From an optimization exercise on the open Yosys and OpenROAD flow, aimed at small area and a short achievable clock period; shortcuts taken in it are not production practice. Where RTL was checked, it was by simulation tests only, not by an equivalence proof against the original. Power and IR drop assume default switching activity.

==> run G: inputs <==
// RegistroALU
module RegistroALU #(parameter N=16)
(
	clk, rst, Z_in, Y_in, mode_in, btn_change_in,
	segA_out, segB_out, segD_out, aritm_out_out
);
==> module pSub, before the edit <==
module pSub #(parameter J = 16, parameter SK = 0)
(
	input  logic [J-1:0] t,
	input  logic [J-1:0] x,
	output logic [J-1:0] d,
	output logic         bout
);
	logic [J-1:0] G, P, Gn, Pn, bin;
	always_comb begin
		G = ~t & x;      
		P = ~t | x;      
		for (int l = 0; (1 << l) < J; l++) begin
			Gn = G;
			Pn = P;
			for (int i = 0; i < J; i++) begin
				if (SK == 0 && i >= (1 << l)) begin
					Gn[i] = G[i] | (P[i] & G[i - (1 << l)]);
					Pn[i] = P[i] & P[i - (1 << l)];
				end
				if (SK != 0 && ((i >> l) & 1)) begin
					Gn[i] = G[i] | (P[i] & G[((i >> l) << l) - 1]);
					Pn[i] = P[i] & P[((i >> l) << l) - 1];
				end
			end
			G = Gn;
			P = Pn;
		end
		bin  = {G[J-2:0], 1'b0};
		d    = (t ^ bin) ^ x;
		bout = G[J-1];
	end
endmodule
==> module divRow, before the edit <==
module divRow #(parameter J = 1, parameter SK = 0)
(
	input  logic [15:0] r,
	input  logic        b,
	input  logic [15:0] Y,
	output logic        q,
	output logic [15:0] ro
);
	logic [J-1:0] t, rn;
	logic [J:0]   d;
	logic         hz;
	generate
		if (J == 1) begin : g1
			assign t = b;
		end else begin : gn
			assign t = {r[J-2:0], b};
		end
		if (J == 16) begin : g16
			assign hz = 1'b1;
			assign ro = rn;
		end else begin : gl
			assign hz = ~|Y[15:J];
			assign ro = {{(16-J){1'b0}}, rn};
		end
		if (J == 1) begin : one
			assign d = {~t & Y[0], t ^ Y[0]};
		end else begin : sub
			pSub #(.J(J), .SK(SK)) s (.t(t), .x(Y[J-1:0]), .d(d[J-1:0]), .bout(d[J]));
		end
	endgenerate
	assign q  = hz & ~d[J];
	assign rn = q ? d[J-1:0] : t;
endmodule
==> module macRow, before the edit <==
module macRow #(parameter J = 9, parameter SK = 0)
(
	input  logic [15:0] r,
	input  logic        b,
	input  logic [15:0] Y,
	input  logic        m,
	output logic        q,
	output logic [15:0] ro,
	output logic        ov
);
	logic [J-1:0] t, x, rn;
	logic [J:0]   d;
	logic         hz;
	assign t = {r[J-2:0], b | m};
	assign x = Y[J-1:0] & {J{b | ~m}};
	pSub #(.J(J), .SK(SK)) s (.t(t), .x(x), .d(d[J-1:0]), .bout(d[J]));
	generate
		if (J == 16) begin : g16
			assign hz = 1'b1;
			assign ro = rn;
		end else begin : gl
			assign hz = ~|Y[15:J];
			assign ro = {{(16-J){1'b0}}, rn};
		end
	endgenerate
	assign q  = hz & ~d[J];
	assign rn = (m | q) ? d[J-1:0] : t;
	assign ov = m & (d[J] | b & ~hz);
endmodule
==> module RegistroALU, before the edit <==
module RegistroALU #(parameter N=16)
(
	clk, rst, Z_in, Y_in, mode_in, btn_change_in,
	segA_out, segB_out, segD_out, aritm_out_out
);
	localparam KA = 5;                
	input  logic clk;
	input  logic rst;
	input  logic [N-1:0] Z_in;
	input  logic [N-1:0] Y_in;
	input  logic [1:0] mode_in;
	input  logic [1:0] btn_change_in;
	output logic [6:0] segA_out;
	output logic [6:0] segB_out;
	output logic [6:0] segD_out;
	output logic [N-1:0] aritm_out_out;
	logic [15:0]   R_a, R_m, Y_a, Y_m;
	logic [KA-1:0] rem_a, rem_m;
	logic          zz_a, zz_m, bb_a, bb_m;
	logic [3:0]    op_m;
	logic [15:0]   res_b;
	logic [6:0]    segD_b;
	aluFront #(.KA(KA)) front (
		.Z(Z_in), .Y(Y_in), .op({btn_change_in, mode_in}),
		.R(R_a), .Yr(Y_a), .rem(rem_a), .zz(zz_a), .bb(bb_a));
	RegistroCargaIn #(.KA(KA)) registroIn (
		.clk(clk), .rst(rst),
		.R_d(R_a), .Y_d(Y_a), .rem_d(rem_a), .op_d({btn_change_in, mode_in}), .zz_d(zz_a), .bb_d(bb_a),
		.R_q(R_m), .Y_q(Y_m), .rem_q(rem_m), .op_q(op_m), .zz_q(zz_m), .bb_q(bb_m));
	paramCalculator #(.KA(KA)) alu (
		.R(R_m), .Y(Y_m), .rem(rem_m), .op(op_m), .zz(zz_m), .bb(bb_m),
		.res(res_b), .segD(segD_b));
	RegistroCargaOut registroOut (
		.clk(clk), .rst(rst), .res_d(res_b), .segD_d(segD_b),
		.res_q(aritm_out_out), .segD_q(segD_out));
	bin2bcd display (
		.bin(aritm_out_out[7:0]), .on(segD_out[6] | segD_out[4]),
		.segA(segA_out), .segB(segB_out));
endmodule
==> flow/config.mk <==
export PLATFORM = sky130hd
export DESIGN_NAME = RegistroALU
export DESIGN_NICKNAME = RegistroALU
export VERILOG_FILES = /design/flow/design.v
export SDC_FILE = /design/flow/constraint.sdc
export NUM_CORES = 4
export LEC_CHECK = 0
export ABC_AREA = 1
export CAP_MARGIN = 20
export CORE_MARGIN = 2
export CORE_UTILIZATION = 40
export SLEW_MARGIN = 20
==> flow/constraint.sdc <==
create_clock -name core_clock -period 55.0 [get_ports {clk}]
set_input_delay 11.0000 -clock core_clock [delete_from_list [all_inputs] [get_ports {clk}]]
set_output_delay 11.0000 -clock core_clock [all_outputs]
set_load 0.01 [all_outputs]
standard.sh (not shown) runs the stock make flow with config.mk's settings and CLKGATE_MAP_FILE= SYNTH_SCRIPT=/design/flow/synth_recipe.tcl, a recipe that flattens the netlist after the stock synthesis.
==> flow/flow/run.sh <==
#!/bin/bash
# Standard layout, with repair_timing asked for more setup slack than the period needs.
set -euo pipefail
bash standard.sh SETUP_SLACK_MARGIN=38 finish > layout.log 2>&1
==> run D (differences from run G) <==
--- a/flow/design.v
+++ b/flow/design.v
@@ -95,9 +95,33 @@
 	output logic         bout
 );
-	logic [J-1:0] G, P, Gn, Pn, bin;
+	logic [J-1:0] G, P, Gn, Pn, bin, g2, p2;
 	always_comb begin
 		G = ~t & x;      
 		P = ~t | x;      
-		for (int l = 0; (1 << l) < J; l++) begin
+		for (int i = 0; i < J; i++) begin
+			g2[i] = (i == 0) ? G[0] : G[i] | (P[i] & G[i-1]);
+			p2[i] = (i == 0) ? P[0] : P[i] & P[i-1];
+		end
+		if (SK == 2) begin
+			for (int i = 1; i < J; i += 2) begin
+				G[i] = G[i] | (P[i] & G[i-1]);
+				P[i] = P[i] & P[i-1];
+			end
+			for (int l = 1; (1 << l) < J; l++) begin
+				Gn = G;
+				Pn = P;
+				for (int i = 1; i < J; i += 2)
+					if (i >= (1 << l) + 1) begin
+						Gn[i] = G[i] | (P[i] & G[i - (1 << l)]);
+						Pn[i] = P[i] & P[i - (1 << l)];
+					end
+				G = Gn;
+				P = Pn;
+			end
+			for (int i = 2; i < J; i += 2) begin
+				G[i] = g2[i] | (p2[i] & G[i-2]);
+			end
+		end
+		else for (int l = 0; (1 << l) < J; l++) begin
 			Gn = G;
 			Pn = P;
@@ -120,5 +144,5 @@
 	end
 endmodule
-module divRow #(parameter J = 1, parameter SK = 0)
+module divRow #(parameter J = 1, parameter SK = 2)
 (
 	input  logic [15:0] r,
@@ -153,5 +177,5 @@
 	assign rn = q ? d[J-1:0] : t;
 endmodule
-module macRow #(parameter J = 9, parameter SK = 0)
+module macRow #(parameter J = 9, parameter SK = 2)
 (
 	input  logic [15:0] r,
==> flow/flow/run.sh (replaced) <==
#!/bin/bash
# Standard layout, with repair_timing asked for more setup slack than the period needs.
set -euo pipefail
bash standard.sh SETUP_SLACK_MARGIN=39 finish > layout.log 2>&1
==> run R (differences from run G) <==
--- a/flow/design.v
+++ b/flow/design.v
@@ -88,37 +88,5 @@
 	end
 endmodule
-module pSub #(parameter J = 16, parameter SK = 0)
-(
-	input  logic [J-1:0] t,
-	input  logic [J-1:0] x,
-	output logic [J-1:0] d,
-	output logic         bout
-);
-	logic [J-1:0] G, P, Gn, Pn, bin;
-	always_comb begin
-		G = ~t & x;      
-		P = ~t | x;      
-		for (int l = 0; (1 << l) < J; l++) begin
-			Gn = G;
-			Pn = P;
-			for (int i = 0; i < J; i++) begin
-				if (SK == 0 && i >= (1 << l)) begin
-					Gn[i] = G[i] | (P[i] & G[i - (1 << l)]);
-					Pn[i] = P[i] & P[i - (1 << l)];
-				end
-				if (SK != 0 && ((i >> l) & 1)) begin
-					Gn[i] = G[i] | (P[i] & G[((i >> l) << l) - 1]);
-					Pn[i] = P[i] & P[((i >> l) << l) - 1];
-				end
-			end
-			G = Gn;
-			P = Pn;
-		end
-		bin  = {G[J-2:0], 1'b0};
-		d    = (t ^ bin) ^ x;
-		bout = G[J-1];
-	end
-endmodule
-module divRow #(parameter J = 1, parameter SK = 0)
+module divRow #(parameter J = 1)
 (
 	input  logic [15:0] r,
@@ -144,8 +112,14 @@
 			assign ro = {{(16-J){1'b0}}, rn};
 		end
-		if (J == 1) begin : one
-			assign d = {~t & Y[0], t ^ Y[0]};
-		end else begin : sub
-			pSub #(.J(J), .SK(SK)) s (.t(t), .x(Y[J-1:0]), .d(d[J-1:0]), .bout(d[J]));
+		if (J <= 1) begin : rip
+			logic [J:0] bw;
+			assign bw[0] = 1'b0;
+			for (genvar i = 0; i < J; i++) begin : bit_
+				assign d[i]    = t[i] ^ Y[i] ^ bw[i];
+				assign bw[i+1] = (~t[i] & Y[i]) | (~t[i] & bw[i]) | (Y[i] & bw[i]);
+			end
+			assign d[J] = bw[J];
+		end else begin : cla
+			assign d = {1'b0, t} - {1'b0, Y[J-1:0]};
 		end
 	endgenerate
@@ -153,5 +127,5 @@
 	assign rn = q ? d[J-1:0] : t;
 endmodule
-module macRow #(parameter J = 9, parameter SK = 0)
+module macRow #(parameter J = 9)
 (
 	input  logic [15:0] r,
@@ -168,5 +142,5 @@
 	assign t = {r[J-2:0], b | m};
 	assign x = Y[J-1:0] & {J{b | ~m}};
-	pSub #(.J(J), .SK(SK)) s (.t(t), .x(x), .d(d[J-1:0]), .bout(d[J]));
+	assign d = {1'b0, t} - {1'b0, x};
 	generate
 		if (J == 16) begin : g16
@@ -356,5 +330,5 @@
 	segA_out, segB_out, segD_out, aritm_out_out
 );
-	localparam KA = 5;                
+	localparam KA = 6;                
 	input  logic clk;
 	input  logic rst;
==> flow/flow/run.sh (replaced) <==
#!/bin/bash
# Standard layout, with repair_timing asked for more setup slack than the period needs.
set -euo pipefail
bash standard.sh SETUP_SLACK_MARGIN=33 finish > layout.log 2>&1
==> results.py <==
metrics = {
    "synthesis": {
        "ys_types": 61,
        "synth_compound_area_frac": 0.173,
    },
    "status": {
        "status": "no timing/DRC/antenna violations",
    },
    "power": {
        "peakVddDrop_mv": 0.0308,
    },
    "critical_path": {
        "cp_top_family": "compound AO/OA/AOI/OAI gates",
    },
    "route": {
        "vias": 16411,
    },
}
-- figures above: run R

==> results.py <==
metrics = {
    "synthesis": {
        "ys_types": 72,
        "synth_compound_area_frac": 0.112,
    },
    "critical_path": {
        "cp_top_family": "simple AND/OR/NAND/NOR gates",
        "critPathKind": "in -> reg",
        "critPathRequiredTime_ps": 55260,
    },
    "status": {
        "status": "no timing/DRC/antenna violations",
    },
    "floorplanning": {
        "fp.dieW_um": 215,
    },
    "power": {
        "peakVddDrop_mv": 0.0760,
    },
}
-- figures above: run G

==> results.py <==
metrics = {
    "route": {
        "vias": 17901,
    },
    "synthesis": {
        "ys_types": 70,
    },
    "power": {
        "peakVddDrop_mv": 0.0542,
    },
    "critical_path": {
        "cp_top_family": "simple AND/OR/NAND/NOR gates",
    },
    "status": {
        "status": "no timing/DRC/antenna violations",
    },
}
-- figures above: run D

No functional check of the RTL was part of run G.

==> afterwards: timing with drivers on the ports <==
The flow's constraints put no driver on any port. The routed layouts listed below were extracted and timed again, unchanged, in two steps. Step 1: set_driving_cell puts a clkbuf_16 on clk and a buf_2 on each other input, an assumption about the parent block. Step 2 moves the port delays by t, midway between the first and last clock arrival at a register: inputs arrive t later, outputs are due t later. That takes back most of the time a late clock gives input paths. a / b / c = no drivers / after step 1 / after step 2; a / b = the first two.
run	shift t [ns]	slack for setup (ns)	hold slack, ns	clock arrival spread, ns	worst slew at a driven data input, ns
run G	0.368	38.662 / 38.679 / 38.311	0.765 / 0.765 / 0.765	0.017 / 0.016	0.05
run D	0.381	39.270 / 39.289 / 38.908	0.748 / 0.748 / 0.748	0.014 / 0.014	0.04
run R	0.395	34.874 / 34.895 / 34.500	0.664 / 0.664 / 0.664	0.009 / 0.008	0.05
After both steps every run listed still meets setup and hold. For run R, which loses most, drivers alone change the setup slack by +0.021 ns; drivers and shift together by -0.374 ns.
